From an optimization exercise on the open Yosys and OpenROAD flow, aimed at small area, a short achievable clock period and few clock cycles; shortcuts taken in it are not production practice.
Function was checked by simulation only, so behaviour that the tests miss may differ from the original.

==> run X <==
==> flow/design.v (excerpt) <==
module gemm_controller (
  input  logic        clk,
  input  logic        rstn,
  input  logic        start,
  input  logic [15:0] M, K, Ncols,
  output logic        done,
  output logic [13:0] addr_A,
  input  logic [31:0] data_A,
  output logic [13:0] addr_B,
  input  logic [31:0] data_B,
  output logic [13:0] addr_C,
  output logic [31:0] data_C,
  output logic        we_C
);
clock: 30.0 ns
lec_check: 0
cap_margin: 20
core_margin: 2
core_utilization: 40
place_density: 0.6
slew_margin: 20
standard.sh (not shown) runs the stock make flow with config.mk's settings and CLKGATE_MAP_FILE= SYNTH_SCRIPT=/design/flow/synth_recipe.tcl, a recipe that flattens the netlist after the stock synthesis.
==> flow/flow/run.sh <==
#!/bin/bash
# The standard layout, with the port buffers made of sky130_fd_sc_hd__buf_2
# (ORFS's buffer_ports otherwise picks clkdlybuf4s50_1, a slow delay cell).
set -euo pipefail
export BUFFER_PORTS_ARGS="-buffer_cell sky130_fd_sc_hd__buf_2"
bash standard.sh > standard.log 2>&1
==> inputs of run P, as changes to run X <==
--- a/flow/design.v
+++ b/flow/design.v
@@ -733,36 +733,46 @@
 module fp16_mul_b (
   input  logic [23:0] r,
   output logic [15:0] y
 );
   logic        nan, inf, zero, s, st_lo;
   logic [5:0]  e0;
   logic [21:9] p;
-  logic        hi, st_hi, inc;
-  logic [9:0]  frac;
-  logic [6:0]  ef0;
-  logic [15:0] pk_r;
+  logic        hi, st_hi, inc_lo, inc_hi, ovf;
+  logic [10:0] mant;
+  logic [11:0] mant_p1, mant_r;
+  logic [6:0]  em15, em14, em13, ef;
   assign {nan, inf, zero, s, e0, st_lo, p} = r;
-  assign hi   = p[21];
-  assign frac = hi ? p[20:11] : p[19:10];
-  assign ef0  = {1'b0, e0} - 7'd15 + {6'd0, hi};
-  pfx_inc #(.W(15)) u_inc (.x({ef0[4:0], frac}), .s(pk_r));
+  assign mant = p[21] ? p[21:11] : p[20:10];
+  pfx_inc #(.W(11)) u_inc (.x(mant), .s(mant_p1));
   always_comb begin
-    st_hi = st_lo | p[9];
-    inc   = hi ? p[10] & (st_hi | p[11]) : p[9] & (st_lo | p[10]);
+    hi     = p[21];
+    st_hi  = st_lo | p[9];
+    inc_lo = p[9]  & (st_lo | p[10]);
+    inc_hi = p[10] & (st_hi | p[11]);
+    mant_r = (hi ? inc_hi : inc_lo) ? mant_p1 : {1'b0, mant};
+    ovf = mant_r[11];
+    em15 = {1'b0, e0} - 7'd15;
+    em14 = {1'b0, e0} - 7'd14;
+    em13 = {1'b0, e0} - 7'd13;
+    case ({hi, ovf})
+      2'b00:   ef = em15;
+      2'b11:   ef = em13;
+      default: ef = em14;
+    endcase
     if (nan)
       y = 16'h7e00;
     else if (inf)
       y = {s, 5'h1f, 10'h0};
-    else if (zero || ef0[6] || ef0 == 7'd0)
+    else if (zero || (hi ? e0 < 6'd15 : e0 < 6'd16))
       y = {s, 15'h0};
-    else if (ef0 >= 7'd31)
+    else if (!ef[6] && ef >= 7'd31)
       y = {s, 5'h1f, 10'h0};
     else
-      y = {s, inc ? pk_r[14:0] : {ef0[4:0], frac}};
+      y = {s, ef[4:0], mant_r[9:0]};
   end
 endmodule
 module fp16_mul (
   input  logic [15:0] a,
   input  logic [15:0] b,
   output logic [15:0] y
 );
@@ -822,47 +832,51 @@
   output logic [15:0] y
 );
   logic        nan, inf, zs, sx;
   logic [4:0]  ex;
   logic [14:0] sum;
   logic [13:0] n;
   logic [3:0]  lz;
+  logic [10:0] mant;
   logic        g, st, inc, uf;
+  logic [11:0] mant_p1, mant_r;
   logic [5:0]  e;
-  logic [15:0] pk_r;
-  pfx_inc #(.W(15)) u_inc (.x({e[4:0], n[12:3]}), .s(pk_r));
+  pfx_inc #(.W(11)) u_inc (.x(mant), .s(mant_p1));
   always_comb begin
     {nan, inf, zs, sx, ex, sum} = r;
     lz = 4'd0;
     for (int q = 0; q <= 13; q++)
       if (sum[q]) lz = 4'(13 - q);
     if (sum[14]) begin
       n  = {sum[14:2], sum[1] | sum[0]};
       e  = {1'b0, ex} + 6'd1;
       uf = 1'b0;
     end else begin
       n  = sum[13:0] << lz;
       e  = {1'b0, ex} - {2'b00, lz};
       uf = {1'b0, lz} >= ex;
     end
-    g   = n[2];
-    st  = n[1] | n[0];
-    inc = g & (st | n[3]);
+    mant   = n[13:3];
+    g      = n[2];
+    st     = n[1] | n[0];
+    inc    = g & (st | mant[0]);
+    mant_r = inc ? mant_p1 : {1'b0, mant};
+    e      = e + {5'b0, mant_r[11]};
     if (nan)
       y = 16'h7e00;
     else if (inf)
       y = {sx, 5'h1f, 10'h0};
     else if (sum == 15'h0)
       y = {zs, 15'h0};
     else if (uf)
       y = {sx, 15'h0};
     else if (e >= 6'd31)
       y = {sx, 5'h1f, 10'h0};
     else
-      y = {sx, inc ? pk_r[14:0] : {e[4:0], n[12:3]}};
+      y = {sx, e[4:0], mant_r[9:0]};
   end
 endmodule
 module gemm_controller (
   input  logic        clk,
   input  logic        rstn,
   input  logic        start,
   input  logic [15:0] M, K, Ncols,
@@ -871,28 +885,27 @@
   input  logic [31:0] data_A,
   output logic [13:0] addr_B,
   input  logic [31:0] data_B,
   output logic [13:0] addr_C,
   output logic [31:0] data_C,
   output logic        we_C
 );
-  logic [13:0] n_q;                 
+  logic [14:0] n_q;
   logic [13:0] k_q;
-  logic        busy, ph, gnew;
-  logic        adv1;                
+  logic        busy, pre, ph, gnew;
   logic [1:0]  bub;                 
   logic [13:0] kl;                  
   logic [13:0] alt_A, alt_B;        
   logic [13:0] col, rb0;            
   logic        rstep;               
-  logic [13:0] rows_left;           
+  logic [14:0] rows_left;           
   logic        more;                
   logic        b_c1v, b_r1v, b_re, b_fin;    
   logic        col_end1, col_end2, c1v, lastcol, r1v, lastrow;
-  logic        k_is1, kl_is2, go, issue, s0, s1, s0_new, stop, load0, load1, klast, f0_kl1;
+  logic        k_is1, kl_is2, go, issue, s0, s1, s0_new, stop, load0, load1, klast;
   logic [13:0] col_p1, rb1;
   logic        f0_k0, f0_kl;
   logic [5:1]  k0_p;                
   logic        adr_ph, d_ph;        
   logic [5:0]  la;                  
   logic [3:0]  slot0, slot1;        
   logic        wp, rp;              
@@ -902,89 +915,78 @@
   logic [3:0]  w_rd;                
   logic [13:0] wsum, wnext;
   logic        rst_q;               
   logic [15:0] a0_r, a1_r, b_r, b1_r;
   logic [23:0] pm0, pm0_c, pm1, pm1_c, mid0, mid0_c, mid1, mid1_c;
   logic [15:0] prod0, prod0_c, prod1, prod1_c, prod1d, acc0, acc1, y0, y1, acc0_in, acc1_in, dc;
   assign col_p1   = col + 14'd1;
-  assign col_end1 = col_p1 == n_q;                     
-  assign col_end2 = (col_p1 + 14'd1) == n_q;           
+  assign col_end1 = {1'b0, col_p1} == n_q;             
+  assign col_end2 = ({1'b0, col_p1} + 15'd1) == n_q;   
   assign c1v      = !col_end1;
   assign lastcol  = col_end1 || col_end2;
-  assign r1v      = rows_left != 14'd1;
-  assign lastrow  = (rows_left == 14'd1) || (rows_left == 14'd2);
+  assign r1v      = rows_left != 15'd1;
+  assign lastrow  = (rows_left == 15'd1) || (rows_left == 15'd2);
   assign rb1      = rb0 + k_q;
   assign k_is1    = (k_q == 14'd1);
   assign kl_is2   = (kl == 14'd2);
   assign go     = !busy && start;
-  assign issue  = busy && (bub == 2'd0);
+  assign issue  = busy && !pre && (bub == 2'd0);
   assign s0     = issue && !ph;
   assign s1     = issue && ph;
   assign s0_new = s0 && gnew;
   assign stop   = s0_new && !more;
   assign load0  = s0_new && more;
   assign load1  = s1 && f0_k0;
   assign klast  = gnew ? k_is1 : kl_is2;      
-  assign f0_kl1 = adv1 ? k_is1 : f0_kl;       
   always_ff @(posedge clk) begin
     if (!rstn) busy <= 1'b0;
     else if (go) busy <= 1'b1;
     else if (stop) busy <= 1'b0;
   end
   always_ff @(posedge clk) begin
-    n_q <= Ncols[13:0];
+    n_q <= Ncols[14:0];
     k_q <= K[13:0];
-    adv1 <= go;
+    pre <= go;
     if (!busy) begin
-      rows_left <= M[13:0];
+      rows_left <= M[14:0];
       ph <= 1'b0; gnew <= 1'b1; more <= 1'b1; bub <= 2'd0;
       col <= '0; rb0 <= '0; rstep <= 1'b0;
-      if (go) begin
-        ph <= 1'b1; gnew <= 1'b0;
-        f0_k0 <= 1'b1;
-      end
     end else begin
       rstep <= 1'b0;
       if (rstep) rb0 <= rb1;
       if (bub != 2'd0) bub <= bub - 2'd1;
       if (issue) ph <= ~ph;
       if (s0) begin
         f0_k0 <= gnew;
         f0_kl <= klast;
         kl    <= gnew ? k_q : kl - 14'd1;
       end
-      if (adv1)
-        kl <= k_q;
       if (load0) begin
         gnew <= 1'b0;
-      end else if (s1 && f0_kl1) begin
+        b_c1v <= c1v; b_r1v <= r1v; b_re <= lastcol; b_fin <= lastcol && lastrow;
+      end else if (s1 && f0_kl) begin
         gnew <= 1'b1;
         if (k_is1) bub <= 2'd2;
       end
-      if (load0 || adv1) begin
-        b_c1v <= c1v; b_r1v <= r1v; b_re <= lastcol; b_fin <= lastcol && lastrow;
-      end
       if (load1) begin
         if (lastcol) begin
           col <= '0;
           rb0 <= rb1; rstep <= 1'b1;
-          rows_left <= rows_left - 14'd2;
+          rows_left <= rows_left - 15'd2;
           if (lastrow) more <= 1'b0;
         end else
           col <= col + 14'd2;
       end
     end
-    if (!busy) begin
-      addr_A <= '0; addr_B <= '0;
-    end else if (load0) begin
+    if (load0) begin
       addr_A <= rb0; addr_B <= col;
     end else if (load1) begin
       addr_A <= rb1; addr_B <= col_p1;
     end else begin
-      addr_A <= alt_A + 14'd1; addr_B <= alt_B + n_q;
+      addr_A <= alt_A + 14'd1; addr_B <= alt_B + n_q[13:0];
     end
     alt_A <= addr_A;
     alt_B <= addr_B;
   end
   always_ff @(posedge clk) begin
     adr_ph <= issue && ph;
     d_ph   <= adr_ph;
@@ -992,33 +994,33 @@
   end
   always_ff @(posedge clk) begin
     if (!rstn) begin
       la <= '0; wp <= 1'b0; rp <= 1'b0;
       q1 <= 1'b0; q2 <= 1'b0; q3 <= 1'b0;
       we_C <= 1'b0; done <= 1'b0;
     end else begin
-      la <= {la[4:1], la[0] || (adv1 && k_is1), s0 && !stop && klast};
-      if ((s0 && !stop && klast) || (adv1 && k_is1)) wp <= ~wp;
+      la <= {la[4:0], s0 && !stop && klast};
+      if (s0 && !stop && klast) wp <= ~wp;
       if (la[5]) rp <= ~rp;
       q1 <= la[5]; q2 <= q1; q3 <= q2;
       we_C <= la[5] | (q1 & w_c1v) | (q2 & w_r1v) | (q3 & w_r1v & w_c1v);
       done <= (la[5] & w_rd[0] & ~w_rd[3] & ~w_rd[2]) |
               (q1 & w_fin & w_c1v & ~w_r1v) |
               (q2 & w_fin & w_r1v & ~w_c1v) |
               (q3 & w_fin & w_r1v & w_c1v);
     end
   end
   assign w_rd = rp ? slot1 : slot0;
   always_ff @(posedge clk) begin
-    if ((s0 && !stop && klast) || (adv1 && k_is1)) begin
-      if (wp) slot1 <= (gnew || adv1) ? {c1v, r1v, lastcol, lastcol && lastrow} : {b_c1v, b_r1v, b_re, b_fin};
-      else    slot0 <= (gnew || adv1) ? {c1v, r1v, lastcol, lastcol && lastrow} : {b_c1v, b_r1v, b_re, b_fin};
+    if (s0 && !stop && klast) begin
+      if (wp) slot1 <= gnew ? {c1v, r1v, lastcol, lastcol && lastrow} : {b_c1v, b_r1v, b_re, b_fin};
+      else    slot0 <= gnew ? {c1v, r1v, lastcol, lastcol && lastrow} : {b_c1v, b_r1v, b_re, b_fin};
     end
   end
-  assign wsum  = wbase + ((q2 || q3) ? n_q : 14'd0) + {13'd0, q1 || q3};
+  assign wsum  = wbase + ((q2 || q3) ? n_q[13:0] : 14'd0) + {13'd0, q1 || q3};
   assign wnext = wbase + (w_re ? {n_q[13:1], 1'b0} : 14'd0) + 14'd2;
   always_ff @(posedge clk) begin
     if (la[5]) begin
       {w_c1v, w_r1v, w_re, w_fin} <= w_rd;
     end
     rst_q <= !rstn;
     if (rst_q || (q3 && w_fin))
ABC_AREA = 1   (was unset)
==> inputs of run G, as changes to run X <==
--- a/flow/design.v
+++ b/flow/design.v
@@ -828,23 +828,24 @@
   logic [3:0]  lz;
   logic        g, st, inc, uf;
   logic [5:0]  e;
   logic [15:0] pk_r;
   pfx_inc #(.W(15)) u_inc (.x({e[4:0], n[12:3]}), .s(pk_r));
   always_comb begin
     {nan, inf, zs, sx, ex, sum} = r;
-    lz = 4'd0;
-    for (int q = 0; q <= 13; q++)
-      if (sum[q]) lz = 4'(13 - q);
+    n = sum[13:0];
+    lz[3] = ~|n[13:6]; if (lz[3]) n = {n[5:0], 8'h00};
+    lz[2] = ~|n[13:10]; if (lz[2]) n = {n[9:0], 4'h0};
+    lz[1] = ~|n[13:12]; if (lz[1]) n = {n[11:0], 2'b00};
+    lz[0] = ~n[13];     if (lz[0]) n = {n[12:0], 1'b0};
     if (sum[14]) begin
       n  = {sum[14:2], sum[1] | sum[0]};
       e  = {1'b0, ex} + 6'd1;
       uf = 1'b0;
     end else begin
-      n  = sum[13:0] << lz;
       e  = {1'b0, ex} - {2'b00, lz};
       uf = {1'b0, lz} >= ex;
     end
     g   = n[2];
     st  = n[1] | n[0];
     inc = g & (st | n[3]);
     if (nan)
@@ -911,15 +912,15 @@
   assign c1v      = !col_end1;
   assign lastcol  = col_end1 || col_end2;
   assign r1v      = rows_left != 14'd1;
   assign lastrow  = (rows_left == 14'd1) || (rows_left == 14'd2);
   assign rb1      = rb0 + k_q;
   assign k_is1    = (k_q == 14'd1);
   assign kl_is2   = (kl == 14'd2);
-  assign go     = !busy && start;
+  assign go     = !busy && start && rstn;    
   assign issue  = busy && (bub == 2'd0);
   assign s0     = issue && !ph;
   assign s1     = issue && ph;
   assign s0_new = s0 && gnew;
   assign stop   = s0_new && !more;
   assign load0  = s0_new && more;
   assign load1  = s1 && f0_k0;
CTS_CLUSTER_DIAMETER = 150   (was unset)
CTS_CLUSTER_SIZE = 24   (was unset)
==> qor summary <==
quantity                                                        run G           run X           run P
Outcome                                                finished clean  finished clean  finished clean
Final instance area                                         35000 µm²       36000 µm²       36800 µm²
Cell variety after synth                                          102              92              75
Met2 global-route usage                                         29.0%           31.3%           32.5%
First DRT Iteration DRCs                                         1821            1606            1812
Fraction of the mapped netlist area in compound gates           13.9%           12.8%           9.82%
Relative slew slack                                             31.1%           26.0%           36.7%
End point of the critical path                              addr_B[9]      addr_A[11]            done
Total number of clock tree sinks                                  469             469             471
Initial antenna violation count                                     1               3               3
Core area                                                   81600 µm²       80500 µm²       83300 µm²
Met3 Use GR                                                     1.69%           2.38%           2.44%
Pin count of the biggest net entering global routing               44              63              52
Testbench counts of run X, summed over its fixed seeds: cycles 38,269.
Testbench counts of run P, summed over its fixed seeds: cycles 38,461.
Testbench counts of run G, summed over its fixed seeds: cycles 38,269.

re-timing with driven ports:
How much do the figures lean on ideal ports? The routed layouts below were timed once more, with nothing changed but the port constraints. Step 1 assumes that a clkbuf_16 drives the clock port and a buf_2 every other input. Step 2 adds t to the input delays and takes it off the output delays; t is the mean of the earliest and latest rising clock arrival at the registers after step 1. Input paths then give back, and output paths get back, about the clock's delay inside the block. Three values: ideal ports, drivers, drivers and shift; two values: the first two.
run | t, ns | setup WS [ns] | worst slew at a driven data input, ns
run X | 0.677 | 22.819 / 22.754 / 22.834 | 0.06
run P | 0.680 | 22.831 / 22.763 / 23.128 | 0.12
run G | 0.639 | 22.886 / 22.818 / 23.014 | 0.06
After both steps setup and hold are still met in every run listed.
